From an optimization exercise on the open Yosys and OpenROAD flow, aimed at small area, a short achievable clock period and few clock cycles per item; shortcuts taken in it are not production practice.
Function was checked by simulation only, so behaviour that the tests miss may differ from the original.
Power is estimated from default activity; no workload was simulated.

===== flow/constraint.sdc =====
create_clock -name core_clock -period 5.0 [get_ports {clk}]
set_input_delay 1.0000 -clock core_clock [delete_from_list [all_inputs] [get_ports {clk}]]
set_output_delay 1.0000 -clock core_clock [all_outputs]
set_load 0.01 [all_outputs]

===== flow/config.mk =====
export PLATFORM = sky130hd
export DESIGN_NAME = sd_scoreboard_top
export DESIGN_NICKNAME = sd_scoreboard_top
export VERILOG_FILES = /design/flow/design.v
export SDC_FILE = /design/flow/constraint.sdc
export NUM_CORES = 4
export LEC_CHECK = 0
export CAP_MARGIN = 20
export CORE_MARGIN = 2
export CORE_UTILIZATION = 40
export CTS_CLUSTER_DIAMETER = 50
export CTS_CLUSTER_SIZE = 20
export SETUP_SLACK_MARGIN = 2.55
export SLEW_MARGIN = 20
export SYNTH_HIERARCHICAL = 1

===== flow/run.sh =====
#!/bin/bash
# synth_recipe.tcl (not shown) runs the flow's synth.tcl, then flattens the netlist and writes it again
# the make line also repeats each setting of config.mk as NAME=value (left out here)
make -C /OpenROAD-flow-scripts/flow DESIGN_CONFIG=/design/flow/config.mk WORK_HOME=/design/flow/orfs CLKGATE_MAP_FILE= SYNTH_SCRIPT=/design/flow/synth_recipe.tcl finish

===== flow/design.v =====
module sd_scoreboard_top
  (input         clk,
   input         reset,
   input         c_srdy,
   output reg    c_drdy,
   input         c_req_type,  
   input  [3:0]  c_txid,
   input  [31:0] c_mask,
   input  [31:0] c_data,
   input  [5:0]  c_itemid,
   output reg    p_srdy,
   input         p_drdy,
   output reg [3:0]  p_txid,
   output reg [31:0] p_data
   );
  integer i;
  reg        q_v;
  reg        q_wr;
  reg [3:0]  q_txid;
  reg [31:0] q_mask;
  reg [31:0] q_data;
  reg [5:0]  q_item;
  reg [63:0] q_sel;
  reg        q_fwd;    
  wire       take = c_srdy & c_drdy;
  wire       q_wv = q_v & q_wr;
  wire       q_rd = q_v & ~q_wr;
  wire       stall;    
  always @(posedge clk) begin
    if (reset)       q_v <= 1'b0;
    else if (!stall) q_v <= take;
    if (!stall) begin
      q_wr   <= c_req_type;
      q_txid <= c_txid;
      q_item <= c_itemid;
    end
    q_sel  <= 64'd1 << (stall ? q_item : c_itemid);
    q_mask <= c_mask;
    q_data <= c_data;
    q_fwd  <= q_wv & (c_itemid == q_item);
  end
  reg [31:0] mem [0:63];
  reg        w_v;       
  reg [5:0]  w_item;
  reg [63:0] w_hold;    
  reg [63:0] w_sel;
  reg [31:0] w_data;
  reg        r_v;       
  reg [3:0]  r_txid;
  always @*
    for (i = 0; i < 64; i = i + 1)
      w_sel[i] = w_v & (w_item == i);
  always @(posedge clk)
    for (i = 0; i < 64; i = i + 1)
      mem[i] <= (w_data & {32{w_sel[i]}}) | (mem[i] & {32{w_hold[i]}});
  wire [31:0] l1 [0:31];
  wire [31:0] l2 [0:7];
  wire [31:0] l3 [0:3];
  wire [31:0] rd_raw;
  genvar g;
  generate
    for (g = 0; g < 32; g = g + 1) begin : lv1
      sb_aoi22 u (.s0(q_sel[2*g]), .s1(q_sel[2*g+1]),
                  .m0(mem[2*g]), .m1(mem[2*g+1]), .y(l1[g]));
    end
    for (g = 0; g < 8; g = g + 1) begin : lv2
      sb_nand4 u (.a(l1[4*g]), .b(l1[4*g+1]), .c(l1[4*g+2]), .d(l1[4*g+3]),
                  .y(l2[g]));
    end
    for (g = 0; g < 4; g = g + 1) begin : lv3
      sb_nor2 u (.a(l2[2*g]), .b(l2[2*g+1]), .y(l3[g]));
    end
  endgenerate
  sb_nand4 lv4 (.a(l3[0]), .b(l3[1]), .c(l3[2]), .d(l3[3]), .y(rd_raw));
  wire [31:0] merged;
  sb_merge mrg (.fwd(q_fwd), .wd(w_data), .rd(rd_raw), .wr(q_wr),
                .mask(q_mask), .data(q_data), .merged(merged));
  always @(posedge clk) begin
    w_v    <= q_wv & ~reset;
    w_item <= q_item;
    w_hold <= ~(q_sel & {64{q_wv & ~reset}});
    w_data <= merged;
    r_v    <= q_rd & ~stall & ~reset;
    r_txid <= q_txid;
  end
  wire        pop = p_srdy & p_drdy;
  wire [35:0] nw  = {r_txid, w_data};
  reg         v1, v2;
  reg  [35:0] e1, e2;
  always @(posedge clk) begin
    if ((p_srdy & ~pop) == 1'b0)
      {p_txid, p_data} <= v1 ? e1 : nw;
    if ((v1 & ~pop) == 1'b0)
      e1 <= v2 ? e2 : nw;
    if ((v2 & ~pop) == 1'b0)
      e2 <= nw;
  end
  wire       up    = r_v & ~pop;
  wire       dn    = ~r_v & pop;
  wire       ge1_n = (p_srdy & (v1 | ~dn)) | up;
  wire       ge2_n = (v1 & (v2 | ~dn)) | (p_srdy & up);
  wire       ge3_n = (v2 & ~dn) | (v1 & up);
  wire       r_n   = q_rd & ~stall;
  wire       rd_n  = stall | (take & ~c_req_type);
  wire       hold_n = rd_n & (ge3_n | (r_n & ge2_n));
  reg        q_hold;     
  assign     stall = q_hold;
  always @(posedge clk) begin
    if (reset) begin
      p_srdy <= 1'b0;
      v1     <= 1'b0;
      v2     <= 1'b0;
      c_drdy <= 1'b1;
      q_hold <= 1'b0;
    end else begin
      p_srdy <= ge1_n;
      v1     <= ge2_n;
      v2     <= ge3_n;
      c_drdy <= ~hold_n;
      q_hold <= hold_n;
    end
  end
endmodule
module sb_aoi22
  (input         s0, s1,
   input  [31:0] m0, m1,
   output [31:0] y);
  assign y = ~((m0 & {32{s0}}) | (m1 & {32{s1}}));
endmodule
module sb_nand4
  (input  [31:0] a, b, c, d,
   output [31:0] y);
  assign y = ~(a & b & c & d);
endmodule
module sb_nor2
  (input  [31:0] a, b,
   output [31:0] y);
  assign y = ~(a | b);
endmodule
module sb_merge
  (input         fwd, wr,
   input  [31:0] wd, rd, mask, data,
   output [31:0] merged);
  wire [31:0] keep, early;
  sb_mprep prep (.fwd(fwd), .wr(wr), .wd(wd), .mask(mask), .data(data),
                 .keep(keep), .early(early));
  sb_ao21  ao   (.a(rd), .b(keep), .c(early), .y(merged));
endmodule
module sb_mprep
  (input         fwd, wr,
   input  [31:0] wd, mask, data,
   output [31:0] keep, early);
  wire [31:0] m = mask & {32{wr}};
  assign keep  = ~m & {32{~fwd}};
  assign early = (data & m) | (wd & ~m & {32{fwd}});
endmodule
module sb_ao21
  (input  [31:0] a, b, c,
   output [31:0] y);
  assign y = (a & b) | c;
endmodule

==> impl_metrics.env, run 1 <==
export IMPL_cp_end_kind="flop"
export IMPL_rr_worst_depth=6
export IMPL_synth_area_leaders="dfxtp_1 53%, nand2_1 12%, o21ai_0 11%"
export IMPL_yosysWarnings=9
export IMPL_grt_first_pass_wirelength_um=518000
export IMPL_cts_buffer_depth=3
export IMPL_critPathLaunchType="flop"
export IMPL_slew_viol_final=0
export IMPL_finalHoldViolCount=0
export IMPL_setup_viol=0
export IMPL_ys_async_sr_fraction_pct=0
export IMPL_finClkSkew_ns=0.0645
export IMPL_insertion_delay_ns=0.90
export IMPL_ir_drop_mv=0.343
export IMPL_worstReg2RegEnd="w_data[13]"
export IMPL_cts_buffers=206
export IMPL_vias=77900
export IMPL_cp_depth=6
export IMPL_gp_congestion=0.941
export IMPL_die_area_sq_mm=0.221
export IMPL_routed_wl_um=367000
export IMPL_rsz0062_at_grt="true"
export IMPL_crit_family="simple AND/OR/NAND/NOR gates"
export IMPL_clk_pin_slew_ns=0.08
export IMPL_synth_top_area_share_pct=53.0
export IMPL_period_share_pct=51.8
export IMPL_grtUsageTotal_pct=31.9
export IMPL_syn_nets=9851
export IMPL_drt_initial_drc_count=10600
export IMPL_cpMaxStageDelayCell="nand4_1"
export IMPL_hpwl_um=221000
export IMPL_final_min_clock_period_ns=2.59
export IMPL_min_to="r_txid[1]"
export IMPL_final_nets=9595
export IMPL_crit_top_cell="nand4_1"
export IMPL_cts_root_buffer_cell="clkbuf_16"
export IMPL_tightest_slew_ns=1.26
export IMPL_detail_route_vias_per_cell=6.21
export IMPL_grt_max_degree=215
export IMPL_netlist_area_sq_mm=0.0867
export IMPL_grt_pass1_vias=73300
export IMPL_synth_seq_area_share_pct=56.9
export IMPL_firstDrtPassIters=7
export IMPL_synth_edf_count=113
export IMPL_design_area_sq_mm=0.0973
export IMPL_yosysMostFrequentCell="nand2_1"
export IMPL_fillCellCount=20500
export IMPL_synth_top_cell_by_area="dfxtp_1"
export IMPL_fp_dieH_um=470
export IMPL_syn_area_per_cell_sq_um=8.87
export IMPL_leakage_nw=32.8
export IMPL_core_region_area_sq_mm=0.215
export IMPL_maxCapViolations=0
export IMPL_place_port_buffers=116
export IMPL_cts_hold_buf=0
export IMPL_cp_cell_sequence="buf_4 > a22oi_1 > nand4_1 > nor2_1 > nand4_1 > a21o_1"
export IMPL_crit_buf_inv=1
export IMPL_min_path_cells=0
export IMPL_ys_dominant_reg_cell="dfxtp_1"
export IMPL_clock_sinks=2410
export IMPL_path_class="flop to flop"
export IMPL_reg2reg_slack_ns=2.41
export IMPL_wl_per_cell_um=29.3
export IMPL_htree_num_levels=4
export IMPL_cp_required_ns=5.79
export IMPL_fmax_ghz=0.386
export IMPL_io_pins=117
export IMPL_slowest_delay_ns=0.57
export IMPL_syn2layout_area_growth_pct=12.2
export IMPL_synth_commonest_cells="2,673 x nand2_1, 2,297 x dfxtp_1, 1,894 x o21ai_0"
export IMPL_max_slew_margin_rel_pct=15.7
export IMPL_cp_max_fo=12
export IMPL_drcViolationCount=0
export IMPL_hold_path_class="flop to flop"
export IMPL_antenna_found_initial=21
export IMPL_die_w_um=470
export IMPL_r2r_start="q_sel[9]"
export IMPL_crit_arrival_ns=3.38
export IMPL_power_density_mw_per_mm2=390
export IMPL_tritoncts="built"
export IMPL_drive_gt1_share_pct=9.89
export IMPL_ys_ff_latch=2410
export IMPL_tns_ns=0
export IMPL_synth_cell_type_count=57
export IMPL_dpl_cell_area_sq_mm=0.0892
export IMPL_syn_inst=9772
export IMPL_ant_nets=0
export IMPL_min_delay_start="q_txid[1]"
export IMPL_start_util_pct=40.3
export IMPL_num_rows=170
export IMPL_status="complete, no violations"
export IMPL_grt_ovfl_total=0
[flip-flops by register name (all words and copies together), names as in the netlist, 4 cells and up]
register  cells
mem        2048
q_sel        64
w_hold       64
e1           36
e2           36
p_data       32
q_data       32
q_mask       32
w_data       32
q_item        6
w_item        6
p_txid        4
q_txid        4
r_txid        4
[final cells by class]
cell class / count / area [sq um] / share of cell area (%)
antenna: 4 / 10.0 / 0.0103
clock buffer: 224 / 5350 / 5.50
clock inverter: 169 / 2010 / 2.07
inverter: 12 / 45.0 / 0.0463
multi-input combinational: 6534 / 33600 / 34.5
sequential: 2410 / 49600 / 51.0
tap: 2838 / 3550 / 3.65
timing repair buffer: 352 / 3150 / 3.24
[stage by stage]
step                hold WS (ns)  setup WS, ns  total power, mW  cells  util (%)
floorplan                  0.323          2.67             20.5   9772         -
global placement           0.342          1.40             21.0  12100      41.5
detailed placement         0.334          1.59             21.0  12100      41.5
CTS                        0.352          2.48             38.0  12500      45.0
global route               0.355          2.48             38.8  12500      45.3
finish                     0.350          2.41             37.9  12500      45.3
[timing repair]
| item | 4_1_cts | 5_1_grt |
|---|---|---|
| setup endpoints to repair | 1700 | 72 |
| buffers inserted | 12 | 21 |
| gates resized for setup | 241 | 67 |
| pin swaps | 21 | 36 |
[layout by cell type (no fill, tap or decap), drive strengths merged, types with 33 or more instances in the layout]
cell,instances
nor3,57
clkinv,67
dfxtp,2297
clkdlybuf4s50,78
nor2,148
edfxtp,113
a21o,33
buf,273
clkbuf,225
a21oi,38
a22oi,1026
inv,88
o21ai,2019
nand4,288
and3,33
nand2,2673
mux2,73
[modules after synthesis, one instance, submodules excluded, excerpt]
module,times used,flops+latches,cell area [sq um]
sd_scoreboard_top,1,2410,74100
sb_mprep,1,0,847
sb_aoi22,32,0,289
sb_ao21,1,0,240
sb_nand4,9,0,200
sb_nor2,4,0,120
[cells by family (layout without fill, tap and decap cells)]
kind of cell	Yosys count	in the layout	share of synthesized area, %
simple gates	3254	3254	15.4
compound gates	3199	3199	21.9
flops	2410	2410	56.9
buf+inv	828	757	4.72
mux	75	75	0.971
xor+xnor	6	6	0.0606
other cells	0	4	0
[metal layers]
metal	track usage, %	share of wire, %	vias up
met1	39.6	37	37400
met5	0	0.082	-
met2	46.9	42	5424
li1	-	-	33800
met3	12.1	14	1321
met4	19.0	6.9	16
[power breakdown]
part           switching (mW)  internal, mW
logic                   0.593         0.249
clock network            8.58          8.76
registers               0.199          19.5
[worst max-delay path by stage]
stage          slack, ns         end   startpoint
2_1_floorplan       2.67   p_data[0]       p_drdy
3_3_place_gp        1.40   q_sel[54]  c_itemid[4]
3_5_place_dp        1.59   q_sel[55]  c_itemid[2]
4_1_cts             2.48   p_txid[1]    p_txid[1]
5_1_grt             2.48   p_txid[1]    p_txid[1]
6_report            2.41  w_data[13]     q_sel[9]
Testbench counts, summed over its fixed seeds: cycles 12,024, requests 12,000.
==> run 2, diff against run 1 <==
--- a/flow/config.mk
+++ b/flow/config.mk
@@ -11,5 +11,5 @@
 export CTS_CLUSTER_DIAMETER = 50
 export CTS_CLUSTER_SIZE = 20
-export SETUP_SLACK_MARGIN = 2.55
+export SETUP_SLACK_MARGIN = 2.35
 export SLEW_MARGIN = 20
 export SYNTH_HIERARCHICAL = 1
==> impl_metrics.env, run 2 <==
export IMPL_status="complete, no violations"
export IMPL_synth_top_area_share_pct=53.0
export IMPL_period_share_pct=55.4
export IMPL_layout_common_cells="2,668 x nand2_1, 2,178 x dfxtp_1, 1,894 x o21ai_0"
export IMPL_leakage_nw=32.6
export IMPL_fmax_ghz=0.361
export IMPL_crit_top_cell="nand4_1"
export IMPL_ant_nets=0
export IMPL_largest_register_ffs=2048
export IMPL_die_area_sq_mm=0.221
export IMPL_wl_per_cell_um=29.2
export IMPL_p_clk_share_pct=45.8
export IMPL_clock_sinks=2410
export IMPL_drive_gt1_share_pct=8.86
export IMPL_syn_area_per_cell_sq_um=8.87
export IMPL_power_density_mw_per_mm2=392
export IMPL_tightest_slew_ns=1.31
export IMPL_yosysMostFrequentCell="nand2_1"
export IMPL_cts_root_buffer_cell="clkbuf_16"
export IMPL_grt_max_degree=215
export IMPL_grt_first_pass_wirelength_um=516000
export IMPL_grt_pass1_vias=73300
export IMPL_synth_top_cell_by_area="dfxtp_1"
export IMPL_synth_area_leaders="dfxtp_1 53%, nand2_1 12%, o21ai_0 11%"
export IMPL_critPathLaunchType="flop"
export IMPL_synth_commonest_cells="2,673 x nand2_1, 2,297 x dfxtp_1, 1,894 x o21ai_0"
export IMPL_cp_cell_sequence="buf_6 > a22oi_1 > nand4_1 > nor2_1 > nand4_1 > a21o_1"
export IMPL_place_ws_ns=1.59
export IMPL_max_slew_margin_rel_pct=12.5
export IMPL_finClkSkew_ns=0.0634
export IMPL_vias=77500
export IMPL_routed_wl_um=365000
export IMPL_core_region_area_sq_mm=0.215
export IMPL_largestRegisters="mem (2048), q_sel (64), w_hold (64)"
export IMPL_antenna_found_initial=20
export IMPL_setup_viol=0
export IMPL_firstDrtPassIters=8
export IMPL_cp_required_ns=5.79
export IMPL_slew_viol_final=0
export IMPL_cts_buffer_depth=3
export IMPL_p_comb_share_pct=2.2
export IMPL_cts_buffers=206
export IMPL_ys_ff_latch=2410
export IMPL_fin_ws_ns=2.23
export IMPL_rr_worst_depth=6
export IMPL_seq_power_share_pct=52.1
export IMPL_layout_commonest_cell="nand2_1"
export IMPL_finalHoldViolCount=0
export IMPL_synth_seq_area_share_pct=56.9
export IMPL_synth_cell_type_count=57
export IMPL_slowest_delay_ns=0.58
export IMPL_p_sw_share_pct=24.7
export IMPL_netlist_area_sq_mm=0.0867
export IMPL_path_class="flop to flop"
export IMPL_insertion_delay_ns=0.90
export IMPL_r2r_start="q_sel[11]"
export IMPL_start_util_pct=40.3
export IMPL_worstReg2RegEnd="w_data[13]"
export IMPL_crit_arrival_ns=3.56
export IMPL_die_w_um=470
export IMPL_ys_async_sr_fraction_pct=0
export IMPL_gp_congestion=0.941
export IMPL_syn_inst=9772
export IMPL_drt_initial_drc_count=10200
export IMPL_rsz0062_at_grt="true"
export IMPL_grtUsageTotal_pct=31.8
export IMPL_clk_pin_slew_ns=0.08
export IMPL_reg2reg_slack_ns=2.23
export IMPL_tns_ns=0
export IMPL_drcViolationCount=0
export IMPL_cp_end_kind="flop"
export IMPL_maxCapViolations=0
export IMPL_regMostFlops="mem"
export IMPL_min_path_cells=0
export IMPL_cpMaxStageDelayCell="nand4_1"
export IMPL_tritoncts="built"
export IMPL_final_min_clock_period_ns=2.77
export IMPL_place_port_buffers=116
export IMPL_num_rows=170
export IMPL_min_to="r_txid[1]"
export IMPL_hpwl_um=221000
export IMPL_hold_path_class="flop to flop"
export IMPL_detail_route_vias_per_cell=6.19
export IMPL_final_nets=9563
export IMPL_fp_dieH_um=470
export IMPL_yosysWarnings=9
export IMPL_min_delay_start="q_txid[1]"
export IMPL_cts_hold_buf=0
export IMPL_final_core_util_pct=45.0
export IMPL_ys_dominant_reg_cell="dfxtp_1"
export IMPL_synth_edf_count=113
export IMPL_io_pins=117
export IMPL_htree_num_levels=4
export IMPL_syn2layout_area_growth_pct=11.6
export IMPL_syn_nets=9851
export IMPL_ir_drop_mv=0.345
export IMPL_p_switching_mw=9.38
export IMPL_grt_ovfl_total=0
export IMPL_intPower_mw=28.5
export IMPL_cp_max_fo=20
-- run 2: changes by cell type in the layout (fill, tap and decap cells not counted), sizes merged --
cell / previous run / this run
clkbuf: 225 / 224
dlygate4sd2: 0 / 34
buf: 273 / 204
diode: 4 / 7
clkdlybuf4s15: 0 / 4
-- run 2: power by group through the flow --
stage,combinational (mW),clock [mW],sequential (mW)
finish,0.821,17.4,19.8
global placement,0.783,0,20.2
global route,0.852,18.2,19.8
floorplan,0.430,0,20.1
CTS,0.790,17.4,19.7
detailed placement,0.795,0,20.2
-- run 2: worst max path at each step --
stage	end	startpoint
3_5_place_dp	q_sel[55]	c_itemid[2]
3_3_place_gp	q_sel[54]	c_itemid[4]
4_1_cts	p_data[26]	p_data[26]
2_1_floorplan	p_data[0]	p_drdy
5_1_grt	w_data[13]	q_sel[40]
6_report	w_data[13]	q_sel[11]
-- run 2: final cells by class --
type                            count  area (sq um)
Inverter                           12          45.0
Timing Repair Buffer              320          2800
Sequential cell                  2410         49600
Clock inverter                    169          2010
Fill cell                       20500        118000
Clock buffer                      224          5350
Tap cell                         2838          3550
Antenna cell                        7          17.5
Multi-Input combinational cell   6534         33400
-- run 2: modules after synthesis (local to each module, per instance), excerpt --
module             cells inside  flops+latches
sb_ao21                      32              0
sb_aoi22                     38              0
sb_mprep                    145              0
sb_nand4                     32              0
sb_nor2                      32              0
sd_scoreboard_top          7963           2410
-- run 2: through the flow --
step	instances	total power [mW]	hold slack (ns)	instance area [sq um]
2_1_floorplan	9772	20.5	0.323	86700
3_3_place_gp	12100	21.0	0.342	89200
3_5_place_dp	12100	21.0	0.334	89200
4_1_cts	12500	38.0	0.352	96600
5_1_grt	12500	38.8	0.355	96700
6_report	12500	37.9	0.349	96800
-- run 2: routing by layer --
layer  GRT usage [%]  routed length, um  vias to the layer above  share of wire, %
met5               0                 63                        -             0.017
met4            19.0              25300                       10               6.9
met3            12.2              52200                     1365                14
met2            46.7             152000                     5368                42
met1            39.4             135000                    37100                37
li1                -                  -                    33700                 -
-- run 2: kinds of logic (layout without fill, tap and decap cells) --
kind of cell	after synthesis	after routing	synth area share (%)
buffers and inverters	828	725	4.72
and+or+nand+nor	3254	3254	15.4
xor gates and xnor gates	6	6	0.0606
other	0	7	0
AOI/OAI and AO/OA	3199	3199	21.9
muxes	75	75	0.971
DFF	2410	2410	56.9
-- run 2: worst max-delay path: cells and delay by family (launching register included) --
kind | cells | cell delay, ns
AND/OR/NAND/NOR | 3 | 1.24
AO/OA/AOI/OAI | 2 | 0.61
flip-flops | 1 | 0.51
buffers and inverters | 1 | 0.30
-- run 2: timing repair --
item	CTS	global route
setup buffers	1	0
gates resized for setup	60	38
endpoints found under the setup margin	630	66
pin swaps	4	18
endpoints found under the hold margin	0	0
==> run 3, diff against run 2 <==
--- a/flow/config.mk
+++ b/flow/config.mk
@@ -11,5 +11,5 @@
 export CTS_CLUSTER_DIAMETER = 50
 export CTS_CLUSTER_SIZE = 20
-export SETUP_SLACK_MARGIN = 2.35
+export SETUP_SLACK_MARGIN = 2.75
 export SLEW_MARGIN = 20
 export SYNTH_HIERARCHICAL = 1
==> impl_metrics.env, run 3 <==
export IMPL_synth_edf_count=113
export IMPL_start_util_pct=40.3
export IMPL_synth_seq_area_share_pct=56.9
export IMPL_io_pins=117
export IMPL_num_rows=170
export IMPL_rsz0062_at_grt="true"
export IMPL_wl_per_cell_um=29.9
export IMPL_maxCapViolations=0
export IMPL_leakage_nw=33.4
export IMPL_place_port_buffers=116
export IMPL_die_w_um=470
export IMPL_period_share_pct=50.0
export IMPL_syn2layout_area_growth_pct=13.8
export IMPL_gp_congestion=0.928
export IMPL_finalHoldViolCount=0
export IMPL_final_nets=9677
export IMPL_max_slew_margin_rel_pct=16.6
export IMPL_synth_area_leaders="dfxtp_1 53%, nand2_1 12%, o21ai_0 11%"
export IMPL_regMostFlops="mem"
export IMPL_netlist_area_sq_mm=0.0867
export IMPL_layout_common_cells="2,665 x nand2_1, 2,175 x dfxtp_1, 1,894 x o21ai_0"
export IMPL_clk_pin_slew_ns=0.08
export IMPL_tritoncts="built"
export IMPL_fp_dieH_um=470
export IMPL_setup_viol=0
export IMPL_tightest_slew_ns=1.25
export IMPL_synth_commonest_cells="2,673 x nand2_1, 2,297 x dfxtp_1, 1,894 x o21ai_0"
export IMPL_cts_hold_buf=0
export IMPL_firstDrtPassIters=9
export IMPL_synth_top_area_share_pct=53.0
export IMPL_synth_top_cell_by_area="dfxtp_1"
export IMPL_tns_ns=0
export IMPL_synth_cell_type_count=57
export IMPL_crit_arrival_ns=3.28
export IMPL_insertion_delay_ns=0.91
export IMPL_vias=79300
export IMPL_cts_root_buffer_cell="clkbuf_16"
export IMPL_critPathLaunchType="flop"
export IMPL_ys_ff_latch=2410
export IMPL_drt_initial_drc_count=11400
export IMPL_dpl_cell_count=12100
export IMPL_detail_route_vias_per_cell=6.28
export IMPL_fmax_ghz=0.400
export IMPL_path_class="flop to flop"
export IMPL_grt_first_pass_wirelength_um=526000
export IMPL_grt_max_degree=205
export IMPL_syn_inst=9772
export IMPL_die_area_sq_mm=0.221
export IMPL_drcViolationCount=0
export IMPL_fin_ws_ns=2.50
export IMPL_htree_num_levels=4
export IMPL_ir_drop_mv=0.383
export IMPL_cts_buffers=206
export IMPL_ys_async_sr_fraction_pct=0
export IMPL_drive_gt1_share_pct=11.2
export IMPL_core_region_area_sq_mm=0.215
export IMPL_antenna_found_initial=26
export IMPL_power_density_mw_per_mm2=386
export IMPL_status="complete, no violations"
export IMPL_cts_buffer_depth=3
export IMPL_clock_sinks=2410
export IMPL_grt_pass1_vias=73500
export IMPL_routed_wl_um=377000
export IMPL_cp_end_kind="flop"
export IMPL_largest_register_ffs=2048
export IMPL_grt_ovfl_total=0
export IMPL_ys_dominant_reg_cell="dfxtp_1"
export IMPL_finClkSkew_ns=0.0798
export IMPL_place_ws_ns=1.87
export IMPL_hpwl_um=224000
export IMPL_final_min_clock_period_ns=2.50
export IMPL_cp_max_fo=21
export IMPL_syn_area_per_cell_sq_um=8.87
export IMPL_hold_path_class="flop to flop"
export IMPL_ant_nets=0
export IMPL_yosysMostFrequentCell="nand2_1"
export IMPL_syn_nets=9851
export IMPL_final_cells=12600
export IMPL_yosysWarnings=9
export IMPL_layout_commonest_cell="nand2_1"
export IMPL_largestRegisters="mem (2048), q_sel (64), w_hold (64)"
export IMPL_grtUsageTotal_pct=32.5
export IMPL_slew_viol_final=0
export IMPL_cp_required_ns=5.78
==> run 3: cell counts after synthesis <==
No cell type changed its count.
==> run 3: final timing paths <==
kind | cells past startpoint | endpoint | startpoint | slack [ns]
worst max-delay path | 5 | mem[26][7] | w_item[1] | 2.50
worst min-delay path | 0 | r_txid[2] | q_txid[2] | 0.34
worst max register to register | 5 | mem[26][7] | w_item[1] | 2.50
worst min register to register | 0 | r_txid[2] | q_txid[2] | 0.34
==> run 3: power by group <==
part           switching (mW)  internal [mW]  total (mW)
clock                    8.46           8.99        17.5
combinational           0.628          0.270       0.898
sequential              0.201           19.5        19.7
total                    9.29           28.8        38.1
==> run 3: routing by layer <==
layer,vias to the layer above,track usage [%],part of all wire (%)
li1,34000,-,-
met1,38000,41.5,37
met2,5799,47.2,41
met3,1469,11.0,14
met4,20,19.7,7.3
met5,-,0,0.032
==> run 3: cells by family after synthesis <==
logic type      Yosys count  synth area share, %
xor+xnor                  6               0.0606
compound gates         3199                 21.9
simple gates           3254                 15.4
mux                      75                0.971
buf+inv                 828                 4.72
flops                  2410                 56.9
==> run 3: modules after synthesis (local to each module, per instance), a selection <==
module	area, sq um	cells	copies in the design
sb_mprep	847	145	1
sb_aoi22	289	38	32
sb_ao21	240	32	1
sb_nor2	120	32	4
sd_scoreboard_top	74100	7963	1
sb_nand4	200	32	9
==> run 3: cell type report <==
class	count	area, sq um
Antenna cell	7	17.5
Clock buffer	232	5470
Clock inverter	157	1950
Fill cell	20400	116000
Inverter	12	47.5
Multi-Input combinational cell	6538	34000
Sequential cell	2410	49600
Tap cell	2838	3550
Timing Repair Buffer	430	4030
==> run 3: through the flow <==
stage / hold WS [ns] / power (mW) / area (sq um) / util [%]
after global placement: 0.327 / 21.0 / 89400 / 41.6
after global routing: 0.355 / 39.0 / 98600 / 45.9
after detailed placement: 0.327 / 21.0 / 89400 / 41.6
final: 0.343 / 38.1 / 98600 / 45.9
after CTS: 0.345 / 38.0 / 97500 / 45.3
after floorplan: 0.323 / 20.5 / 86700 / -
==> run 3: timing repair <==
action,4_1_cts,5_1_grt
gates cloned,3,5
pin swaps,59,94
endpoints found under the setup margin,538,687
buffers inserted,30,52
gates resized for setup,310,142
==> run 3: worst max-delay path, cell delays in order, from the launching register on <==
cell and delay [ns]:
dfxtp_1 0.48, buf_6 0.37, and4bb_4 0.73, buf_4 0.38
nand2_1 0.15, o21ai_0 0.23
==> run 4, diff against run 3 <==
--- a/flow/config.mk
+++ b/flow/config.mk
@@ -11,5 +11,5 @@
 export CTS_CLUSTER_DIAMETER = 50
 export CTS_CLUSTER_SIZE = 20
-export SETUP_SLACK_MARGIN = 2.75
+export SETUP_SLACK_MARGIN = 3.0
 export SLEW_MARGIN = 20
 export SYNTH_HIERARCHICAL = 1
==> impl_metrics.env, run 4 <==
export IMPL_cts_hold_buf=0
export IMPL_place_port_buffers=116
export IMPL_cts_root_buffer_cell="clkbuf_16"
export IMPL_grt_pass1_vias=74900
export IMPL_htree_num_levels=4
export IMPL_synth_commonest_cells="2,673 x nand2_1, 2,297 x dfxtp_1, 1,894 x o21ai_0"
export IMPL_die_w_um=470
export IMPL_crit_family="flip-flops"
export IMPL_intPower_mw=28.5
export IMPL_routed_wl_um=389000
export IMPL_layout_common_cells="2,670 x nand2_1, 2,162 x dfxtp_1, 1,894 x o21ai_0"
export IMPL_largest_register_ffs=2048
export IMPL_netlist_area_sq_mm=0.0867
export IMPL_detail_route_vias_per_cell=6.32
export IMPL_drive_gt1_share_pct=13.3
export IMPL_synth_top_area_share_pct=53.0
export IMPL_tightest_slew_ns=1.32
export IMPL_p_switching_mw=9.35
export IMPL_syn_nets=9851
export IMPL_io_pins=117
export IMPL_ys_dominant_reg_cell="dfxtp_1"
export IMPL_clock_sinks=2410
export IMPL_insertion_delay_ns=0.92
export IMPL_num_rows=170
export IMPL_synth_seq_area_share_pct=56.9
export IMPL_syn_area_per_cell_sq_um=8.87
export IMPL_fillCellCount=20100
export IMPL_cp_end_kind="output pin"
export IMPL_grt_first_pass_wirelength_um=543000
export IMPL_p_sw_share_pct=24.7
export IMPL_ir_drop_mv=0.354
export IMPL_ys_async_sr_fraction_pct=0
export IMPL_design_area_sq_mm=0.101
export IMPL_multiInputGateArea_sq_mm=0.0349
export IMPL_slowest_delay_ns=0.51
export IMPL_cp_required_ns=4.00
export IMPL_p_comb_share_pct=2.5
export IMPL_dpl_cell_area_sq_mm=0.0894
export IMPL_ff_latch_area_sq_mm=0.0496
export IMPL_rsz0062_at_grt="true"
export IMPL_tritoncts="built"
export IMPL_max_slew_margin_rel_pct=11.8
export IMPL_wl_per_cell_um=30.6
export IMPL_core_region_area_sq_mm=0.215
export IMPL_cp_max_fo=1
export IMPL_cts_buffers=202
export IMPL_ant_nets=0
export IMPL_hold_path_class="flop to flop"
export IMPL_start_util_pct=40.3
export IMPL_critPathLaunchType="flop"
export IMPL_fp_dieH_um=470
export IMPL_busiest_layer="met2"
export IMPL_firstDrtPassIters=8
export IMPL_final_min_clock_period_ns=2.62
export IMPL_drcViolationCount=0
export IMPL_yosysMostFrequentCell="nand2_1"
export IMPL_synth_edf_count=113
export IMPL_seq_power_share_pct=52.2
export IMPL_ys_ff_latch=2410
export IMPL_setup_viol=0
export IMPL_layout_commonest_cell="nand2_1"
export IMPL_grtUsageTotal_pct=33.8
export IMPL_drt_initial_drc_count=12200
export IMPL_gp_congestion=0.956
export IMPL_finalHoldViolCount=0
export IMPL_finClkSkew_ns=0.113
export IMPL_synth_cell_type_count=57
export IMPL_synth_area_leaders="dfxtp_1 53%, nand2_1 12%, o21ai_0 11%"
export IMPL_tns_ns=0
export IMPL_grtUsageMet2_pct=49.2
export IMPL_clk_pin_slew_ns=0.08
export IMPL_leakage_nw=34.0
export IMPL_gr_usage_met3_pct=11.4
export IMPL_yosysWarnings=9
export IMPL_period_share_pct=52.4
export IMPL_die_area_sq_mm=0.221
export IMPL_power_density_mw_per_mm2=376
export IMPL_p_clk_share_pct=45.3
export IMPL_synth_top_cell_by_area="dfxtp_1"
export IMPL_regMostFlops="mem"
export IMPL_antenna_found_initial=16
export IMPL_met1_usage_pct=41.9
export IMPL_syn_inst=9772
export IMPL_syn2layout_area_growth_pct=16.0
export IMPL_grt_max_degree=171
export IMPL_vias=80200
export IMPL_slew_viol_final=0
export IMPL_crit_buf_inv=1
export IMPL_fmax_ghz=0.382
export IMPL_largestRegisters="mem (2048), q_sel (64), w_hold (64)"
export IMPL_crit_arrival_ns=1.62
export IMPL_reg2reg_slack_ns=2.51
export IMPL_hpwl_um=225000
export IMPL_status="complete, no violations"
export IMPL_grt_ovfl_total=0
export IMPL_cts_buffer_depth=3
export IMPL_maxCapViolations=0
export IMPL_final_nets=9743
export IMPL_cp_cell_sequence="buf_2"
export IMPL_path_class="flop to output pin"
export IMPL_cpMaxStageDelayCell="edfxtp_1"
[run 4: cell counts after synthesis]
Identical to the previous run, type by type.
[run 4: metal layers]
layer	up-vias	wire length, um	share of wire [%]
met5	-	77	0.020
li1	34100	-	-
met1	38500	143000	37
met3	1569	53500	14
met4	12	31900	8.2
met2	5942	160000	41
[run 4: final timing paths]
kind	startpoint	to	cells after the start
setup / recovery	p_data[29]	p_data[29]	1
hold / removal	q_sel[13]	w_hold[13]	1
setup reg to reg	q_sel[45]	w_data[15]	7
hold reg to reg	q_sel[13]	w_hold[13]	1
[run 4: cell type report]
type,count,share of cell area (%)
well taps,2838,3.53
clock inverters,152,1.79
repair inverters,1,0.00746
multi-input cells,6545,34.7
inverters,12,0.0485
flip-flops and latches,2410,49.3
clock buffers,231,5.35
diodes,8,0.0199
repair buffers,492,5.26
[run 4: repair_timing]
item / in CTS / in global routing
buffers inserted: 122 / 15
endpoints found under the setup margin: 2074 / 548
gates cloned: 26 / 2
resized for setup: 670 / 62
pin swaps: 240 / 119
[run 4: per-module statistics from Yosys, one instance, submodules excluded, excerpt]
module | flip-flops and latches | cells
sd_scoreboard_top | 2410 | 7963
sb_nor2 | 0 | 32
sb_aoi22 | 0 | 38
sb_ao21 | 0 | 32
sb_mprep | 0 | 145
sb_nand4 | 0 | 32
[run 4: kinds of logic after synthesis]
| group | after synthesis | synth area share, % |
|---|---|---|
| and+or+nand+nor | 3254 | 15.4 |
| AOI/OAI and AO/OA | 3199 | 21.9 |
| DFF | 2410 | 56.9 |
| buffers and inverters | 828 | 4.72 |
| muxes | 75 | 0.971 |
| xor gates and xnor gates | 6 | 0.0606 |
[run 4: metrics by stage]
stage	instances	util, %	worst slack [ns]	hold WS, ns	total power [mW]
finish	12700	46.8	2.38	0.311	37.8
global route	12700	46.8	2.37	0.336	38.7
floorplan	9772	-	2.95	0.323	20.5
global placement	12100	41.6	1.65	0.324	21.0
CTS	12700	46.6	2.35	0.322	37.8
detailed placement	12100	41.6	1.68	0.327	21.0
[run 4: power by group through the flow]
stage / registers [mW] / clock network, mW / logic (mW)
global route: 19.8 / 17.9 / 0.969
global placement: 20.2 / 0 / 0.785
CTS: 19.7 / 17.2 / 0.891
detailed placement: 20.2 / 0 / 0.797
floorplan: 20.1 / 0 / 0.430
finish: 19.7 / 17.1 / 0.952

-- separate check: timing with driven ports --
The flow's constraints put no driver on any port. The routed layouts listed below were extracted and timed again, unchanged, in two steps. Step 1: set_driving_cell puts a clkbuf_16 on clk and a buf_2 on each other input, an assumption about the parent block. Step 2 adds t to the input delays and takes it off the output delays; t is the mean of the earliest and latest rising clock arrival at the registers after step 1. Input paths then give back, and output paths get back, about the clock's delay inside the block. Slacks: no drivers / after step 1 / after step 2; pairs: no drivers / after step 1.
run | shift t [ns] | setup WS [ns] | worst setup path at the end | worst slew at a driven data input, ns
run 1 | 0.967 | 2.408 / 2.408 / 1.674 | input to register | 0.17
run 2 | 0.963 | 2.228 / 2.228 / 1.627 | input to register | 0.16
run 3 | 0.969 | 2.498 / 2.425 / 1.927 | input to register | 0.18
run 4 | 0.961 | 2.379 / 2.282 / 2.097 | input to register | 0.18
After both steps every run listed still meets setup and hold. The setup slack of run 1, which loses most, moves by 0.000 ns with the drivers and by -0.734 ns with both steps.
